This design comes from an exercise in tuning for small area on the open sky130 flow, not from production work. Function was checked by simulation only, so behaviour that the tests miss may differ from the original. The clock port is modelled as an ideal driver, which makes a skipped or thinned clock tree look cheaper than it is; a real chip needs a root buffer or a tree. Power is estimated from default activity; no workload was simulated.

==> flow/design.v <==
module seg_dynamic
(
    input wire sys_clk,
    input wire sys_rst_n,
    input wire [13:0] data,
    input wire [3:0] point,
    input wire seg_en,
    input wire sign,
    output wire stcp,
    output reg shcp,
    output reg ds
);
reg [1:0]  a2;
reg [3:0]  m;
wire [3:0] a = {m[1:0], a2};    
reg [11:0] w;
reg [2:0]  cs;     
wire wtop = w[11] & w[10] & w[5] & w[4];    
wire wend = wtop & w[2];                    
wire ewin = wtop & ~w[2];                   
wire [1:0] wl = w[1:0];
wire mt = (a2 == 2'd3);                      
wire wt = mt & (m[1:0] == 2'd3);             
wire [3:0]  minc = m + mt;                   
wire [11:0] winc = w + wt;                   
always @(posedge sys_clk or negedge sys_rst_n)
    if (!sys_rst_n) begin
        a2 <= 2'd1;
        m <= 4'd0;
        w <= 12'd3124;
    end else begin
        a2 <= a2 + 1'b1;
        m <= minc & ~({4{mt & m[3] & m[1] & m[0]}} & 4'b1100);
        w <= winc & ~({12{wt & wend}} & 12'b1100_0011_0101);
    end
wire flag = wend & (a == 4'd0);    
always @(posedge sys_clk or negedge sys_rst_n)
    if (!sys_rst_n)
        cs <= 3'd0;
    else if (flag)
        cs <= {cs[1:0], ~cs[2]};
wire s0 = ~cs[2] & ~cs[0];
wire s1 = ~cs[1] &  cs[0];
wire s2 = ~cs[2] &  cs[1];
wire s3 =  cs[2] &  cs[0];
wire s4 =  cs[1] & ~cs[0];
wire shi = cs[2] & ~cs[0];           
wire codd = cs[2] ^ cs[1] ^ cs[0];
reg [15:0] r;
reg [3:0]  rem;
reg        qf;     
reg        pf;     
wire [1:0] W = wl;
wire load  = ewin & (a == 4'd2) & (W == {1'b0, ~codd});
wire start = ewin & (((W == 2'd0) & (a == 4'd3)) | ((W == 2'd1) & (a == 4'd3)) |
                     ((W == 2'd2) & (a == 4'd2)) | ((W == 2'd3) & (a == 4'd1)));
wire tap16 = ewin & ((W == 2'd0) | ((W == 2'd1) & (a < 4'd3)));
reg  rot;
always @(*)
    case (1'b1)
        s0: rot = ewin & ((W != 2'd3) | (a == 4'd0));
        s1: rot = ewin & (~W[1] | ((W == 2'd2) & (a < 4'd2)));
        default: rot = 1'b0;
    endcase
wire       top  = tap16 ? r[15] : r[14];
wire [3:0] rin  = (start | ~ewin) ? 4'd0 : rem;
wire [2:0] ru   = rin[3:1];
wire       qbit = ru[0] ^ rin[0];                           
reg  [2:0] un;                                              
always @(*)
    case ({ru, top})
        4'b000_0: un = 3'd0;
        4'b000_1: un = 3'd1;
        4'b001_0: un = 3'd2;
        4'b001_1: un = 3'd3;
        4'b010_0: un = 3'd4;
        4'b010_1: un = 3'd0;
        4'b011_0: un = 3'd1;
        4'b011_1: un = 3'd2;
        4'b100_0: un = 3'd3;
        4'b100_1: un = 3'd4;
        default:  un = {2'b00, top};
    endcase
always @(posedge sys_clk) begin
    r   <= {r[14:0], rot ? top : qbit} | {2'b00, {14{load}} & data};
    rem <= {un, top};
    qf  <= start ? qbit : (qf | qbit);
    if (start)
        pf <= (rem != 4'd0);
end
wire [3:0] pc = {point[3], |point[3:2], |point[3:1], |point[3:0]};    
reg  kc, kl;
always @(*)
    case (1'b1)
        s1: begin kc = pc[1]; kl = pc[0]; end
        s2: begin kc = pc[2]; kl = pc[1]; end
        default: begin kc = pc[3]; kl = pc[2]; end
    endcase
reg kc_d, z_d;
always @(posedge sys_clk) begin
    kc_d <= kc;
    z_d  <= (pf | kl) & sign;    
end
wire show = s0 | qf | (rem != 4'd0) | kc_d;
wire [3:0] nib = shi ? 4'd0 : show ? rem : {3'b111, ~z_d};    
reg [3:0] dd;
reg       dot;
always @(posedge sys_clk or negedge sys_rst_n)
    if (!sys_rst_n) begin
        dd  <= 4'd0;
        dot <= 1'b1;
    end else if (flag) begin
        if (seg_en)
            dd <= nib;
        dot <= ~((s0 & point[0]) | (s1 & point[1]) | (s2 & point[2]) | (s3 & point[3]));
    end
reg [7:0] seg;    
always @(*)
    case (dd)
        4'b0000: seg = {dot, 7'b100_0000};    
        4'b0011: seg = {dot, 7'b111_1001};    
        4'b0100: seg = {dot, 7'b010_0100};    
        4'b0111: seg = {dot, 7'b011_0000};    
        4'b1000: seg = {dot, 7'b001_1001};    
        4'b0001: seg = {dot, 7'b001_0010};    
        4'b0010: seg = {dot, 7'b000_0010};    
        4'b0101: seg = {dot, 7'b111_1000};    
        4'b0110: seg = {dot, 7'b000_0000};    
        4'b1001: seg = {dot, 7'b001_0000};    
        4'b1110: seg = 8'b1011_1111;          
        default: seg = 8'b1111_1111;          
    endcase
wire [3:0] sel = {s4, s3, s2, s1};
wire [11:0] frame = {seg[0], seg[1], seg[2], seg[3], seg[4], seg[5], seg[6], seg[7], sel};
reg ds_pre;    
always @(posedge sys_clk)
    ds_pre <= frame[m];
always @(posedge sys_clk or negedge sys_rst_n)
    if (!sys_rst_n) begin
        ds   <= 1'b0;
        shcp <= 1'b0;
    end else begin
        if ((a2 == 2'd1) & shcp)    
            ds <= ds_pre;
        shcp <= a2[1] ~^ a2[0];    
    end
assign stcp = shcp & (a2 == 2'd1) & (m == 4'd0);
endmodule
module seg_595_dynamic
(
    input wire sys_clk,
    input wire sys_rst_n,
    input wire [13:0] data,
    input wire [3:0] point,
    input wire seg_en,
    input wire sign,
    output wire stcp,
    output wire shcp,
    output wire ds,
    output wire oe
);
seg_dynamic seg_dynamic_inst
(
    .sys_clk(sys_clk),
    .sys_rst_n(sys_rst_n),
    .data(data),
    .point(point),
    .seg_en(seg_en),
    .sign(sign),
    .stcp(stcp),
    .shcp(shcp),
    .ds(ds)
);
assign oe = ~sys_rst_n;
endmodule
clock: 10.0 ns
lec_check: 0
cap_margin: 20
core_margin: 2
core_utilization: 60
slew_margin: 20
standard.sh (not shown) runs the stock make flow with config.mk's settings and CLKGATE_MAP_FILE= SYNTH_SCRIPT=/design/flow/synth_recipe.tcl, a recipe that flattens the netlist after the stock synthesis.
==> flow/flow/run.sh <==
#!/bin/bash
set -euo pipefail
export BUFFER_PORTS_ARGS="-buffer_cell sky130_fd_sc_hd__buf_1"
export CLK_GROUPS=3
export CLK_GROUP_CELL=sky130_fd_sc_hd__clkbuf_8
export PRE_CTS_TCL="$(pwd)/flow/clk_groups.tcl"
export POST_RESIZE_TCL="$(pwd)/flow/downsize.tcl"
bash standard.sh > standard_flow.log 2>&1
==> flow/flow/downsize.tcl <==
# Sourced after the placement resizing step: every logic gate that synthesis
# mapped to a stronger drive is set to the smallest-area cell of its family,
# as the design has several ns of setup slack. Later repair steps may size up again.
set saved 0.0
foreach inst [[ord::get_db_block] getInsts] {
  set master [$inst getMaster]
  set name [$master getName]
  if { ![regexp {^(sky130_fd_sc_hd__)([a-z0-9]+)_([0-9]+)$} $name -> pre fam drive] } { continue }
  if { [regexp {^(df|sdf|edf|dl|buf|clk|inv|conb|tap|fill|decap|diode)} $fam] } { continue }
  set best $name
  set best_area [expr {[$master getWidth] * [$master getHeight]}]
  foreach lc [get_lib_cells ${pre}${fam}_*] {
    set cname [get_name $lc]
    if { ![regexp "^${pre}${fam}_\[0-9\]+\$" $cname] } { continue }
    if { [sta::is_dont_use $lc] } { continue }
    set m [[ord::get_db] findMaster $cname]
    if { $m eq "NULL" } { continue }
    set ar [expr {[$m getWidth] * [$m getHeight]}]
    if { $ar < $best_area } { set best $cname; set best_area $ar }
  }
  if { $best ne $name } {
    set saved [expr {$saved + ([$master getWidth] * [$master getHeight] - $best_area) / 1e6}]
    replace_cell [$inst getName] $best
  }
}
puts "downsize: saved [format %.2f $saved] um2"
Other scripts of this flow, unchanged in this note and not shown: flow/flow/clk_groups.tcl
The starting point stopped in placement repair (3_4_place_resized).
Change:
--- a/flow/flow/run.sh
+++ b/flow/flow/run.sh
@@ -7,0 +8 @@
+export POST_FLOORPLAN_TCL="$(pwd)/flow/restructure.tcl"
--- a/flow/flow/downsize.tcl
+++ b/flow/flow/downsize.tcl
@@ -15 +15,3 @@
-    if { [sta::is_dont_use $lc] } { continue }
+    set barred 0
+    foreach pat $::env(DONT_USE_CELLS) { if { [string match $pat $cname] } { set barred 1 } }
+    if { $barred } { continue }
==> flow/flow/restructure.tcl (new file) <==
# Sourced after floorplanning: the combinational logic is re-mapped for area
# (OpenROAD's restructure); registers and their names are left as they are.
set lib [lindex $::env(LIB_FILES) 0]
set wd [file join $::env(WORK_HOME) rmp_work]
file mkdir $wd
restructure -liberty_file $lib -target area -depth_threshold 1 -abc_logfile [file join $wd abc.log] \
  -tielo_port {sky130_fd_sc_hd__conb_1 LO} -tiehi_port {sky130_fd_sc_hd__conb_1 HI} -work_dir $wd
Outcome: With this change the flow completed with no timing, DRC or antenna violations. Area after synthesis stays the same. Synthesized cell count does not change.
Change:
--- a/flow/flow/run.sh
+++ b/flow/flow/run.sh
@@ -7,2 +6,0 @@
-export POST_RESIZE_TCL="$(pwd)/flow/downsize.tcl"
-export POST_FLOORPLAN_TCL="$(pwd)/flow/restructure.tcl"
removed: flow/flow/downsize.tcl
removed: flow/flow/restructure.tcl
After rerunning: Core utilization grows by 5.3 points; total power shrinks by 0.76%; sequential power barely changes; wire length shrinks by 3.8%.
Change:
--- a/flow/flow/run.sh
+++ b/flow/flow/run.sh
@@ -6,0 +7,2 @@
+export POST_RESIZE_TCL="$(pwd)/flow/downsize.tcl"
+export POST_FLOORPLAN_TCL="$(pwd)/flow/restructure.tcl"
==> flow/flow/downsize.tcl (new file) <==
# Sourced after the placement resizing step: every logic gate that synthesis
# mapped to a stronger drive is set to the smallest-area cell of its family,
# as the design has several ns of setup slack. Later repair steps may size up again.
set saved 0.0
foreach inst [[ord::get_db_block] getInsts] {
  set master [$inst getMaster]
  set name [$master getName]
  if { ![regexp {^(sky130_fd_sc_hd__)([a-z0-9]+)_([0-9]+)$} $name -> pre fam drive] } { continue }
  if { [regexp {^(df|sdf|edf|dl|buf|clk|inv|conb|tap|fill|decap|diode)} $fam] } { continue }
  set best $name
  set best_area [expr {[$master getWidth] * [$master getHeight]}]
  foreach lc [get_lib_cells ${pre}${fam}_*] {
    set cname [get_name $lc]
    if { ![regexp "^${pre}${fam}_\[0-9\]+\$" $cname] } { continue }
    set barred 0
    foreach pat $::env(DONT_USE_CELLS) { if { [string match $pat $cname] } { set barred 1 } }
    if { $barred } { continue }
    set m [[ord::get_db] findMaster $cname]
    if { $m eq "NULL" } { continue }
    set ar [expr {[$m getWidth] * [$m getHeight]}]
    if { $ar < $best_area } { set best $cname; set best_area $ar }
  }
  if { $best ne $name } {
    set saved [expr {$saved + ([$master getWidth] * [$master getHeight] - $best_area) / 1e6}]
    replace_cell [$inst getName] $best
  }
}
puts "downsize: saved [format %.2f $saved] um2"
==> flow/flow/restructure.tcl (new file) <==
# Sourced after floorplanning: the combinational logic is re-mapped for area
# (OpenROAD's restructure); registers and their names are left as they are.
set lib [lindex $::env(LIB_FILES) 0]
set wd [file join [pwd] rmp_work]
file mkdir $wd
restructure -liberty_file $lib -target area -abc_logfile [file join $wd abc.log] \
  -tielo_port {sky130_fd_sc_hd__conb_1 LO} -tiehi_port {sky130_fd_sc_hd__conb_1 HI} -work_dir $wd
The changed run stopped in floorplan (2_1_floorplan); synthesized area is unchanged; synthesized cell count stays the same.
Change:
--- a/flow/flow/restructure.tcl
+++ b/flow/flow/restructure.tcl
@@ -3,2 +3,2 @@
-set lib [lindex $::env(LIB_FILES) 0]
-set wd [file join [pwd] rmp_work]
+# ABC gets a copy of the library without the platform's don't-use cells.
+set wd [file join $::env(WORK_HOME) rmp_work]
@@ -5,0 +6,23 @@
+set src [lindex $::env(LIB_FILES) 0]
+set lib [file join $wd restructure.lib]
+set f [open $src r]
+set text [read $f]
+close $f
+foreach cell $::env(DONT_USE_CELLS) {
+  set start [string first "cell (\"$cell\")" $text]
+  if { $start < 0 } { set start [string first "cell (\"$cell\" )" $text] }
+  if { $start < 0 } { continue }
+  set open [string first "\{" $text $start]
+  set depth 0
+  set i $open
+  set n [string length $text]
+  while { $i < $n } {
+    set c [string index $text $i]
+    if { $c eq "\{" } { incr depth } elseif { $c eq "\}" } { incr depth -1; if { $depth == 0 } { break } }
+    incr i
+  }
+  set text [string replace $text $start $i ""]
+}
+set f [open $lib w]
+puts -nonewline $f $text
+close $f
Result: The new run completed without violations. Synthesized cell count stays the same. Area after synthesis stays the same.
Change:
==> flow/flow/restructure.tcl (replaced) <==
# Sourced after floorplanning: the combinational logic is re-mapped for area
# (OpenROAD's restructure); registers and their names are left as they are.
set lib [lindex $::env(LIB_FILES) 0]
set wd [file join $::env(WORK_HOME) rmp_work]
file mkdir $wd
restructure -liberty_file $lib -target area -abc_logfile [file join $wd abc.log] \
  -tielo_port {sky130_fd_sc_hd__conb_1 LO} -tiehi_port {sky130_fd_sc_hd__conb_1 HI} -work_dir $wd
restructure -liberty_file $lib -target area -abc_logfile [file join $wd abc2.log] \
  -tielo_port {sky130_fd_sc_hd__conb_1 LO} -tiehi_port {sky130_fd_sc_hd__conb_1 HI} -work_dir $wd
Effect: The new run completed without violations. Via count rose by a few percent. Power fell by a few percent. Routed wire length rose by a few percent.
The clock cells of the second, third, fifth and sixth runs of this note come from the design's own scripts or RTL, not from TritonCTS.

afterwards: timing with drivers on the ports:
The results above use ideal ports. As a check the final layouts listed here were re-extracted and re-timed, cells and wires unchanged.
Step 1, drivers: a clkbuf_16 drives sys_clk and a buf_2 each remaining input, both assumed.
Step 2 times the ports against the registers' clock, not the clock port: input delays grow and output delays shrink by t, the midpoint of the rising clock arrivals with the driver on.
Three values: no drivers, after step 1, after step 2; two values: the first two.
run | shift t [ns] | setup slack, ns | slew at the worst register clock pin (ns)
the second run | 0.203 | 5.347 / 5.322 / 5.322 | 0.11 / 0.11
the third run | 0.201 | 5.386 / 5.364 / 5.364 | 0.11 / 0.11
the fifth run | 0.197 | 5.325 / 5.301 / 5.301 | 0.11 / 0.11
the sixth run | 0.199 | 5.333 / 5.311 / 5.311 | 0.11 / 0.11
After both steps setup and hold are still met in every run listed. For the second run, which loses most, drivers alone change the setup slack by -0.025 ns; drivers and shift together by -0.025 ns.
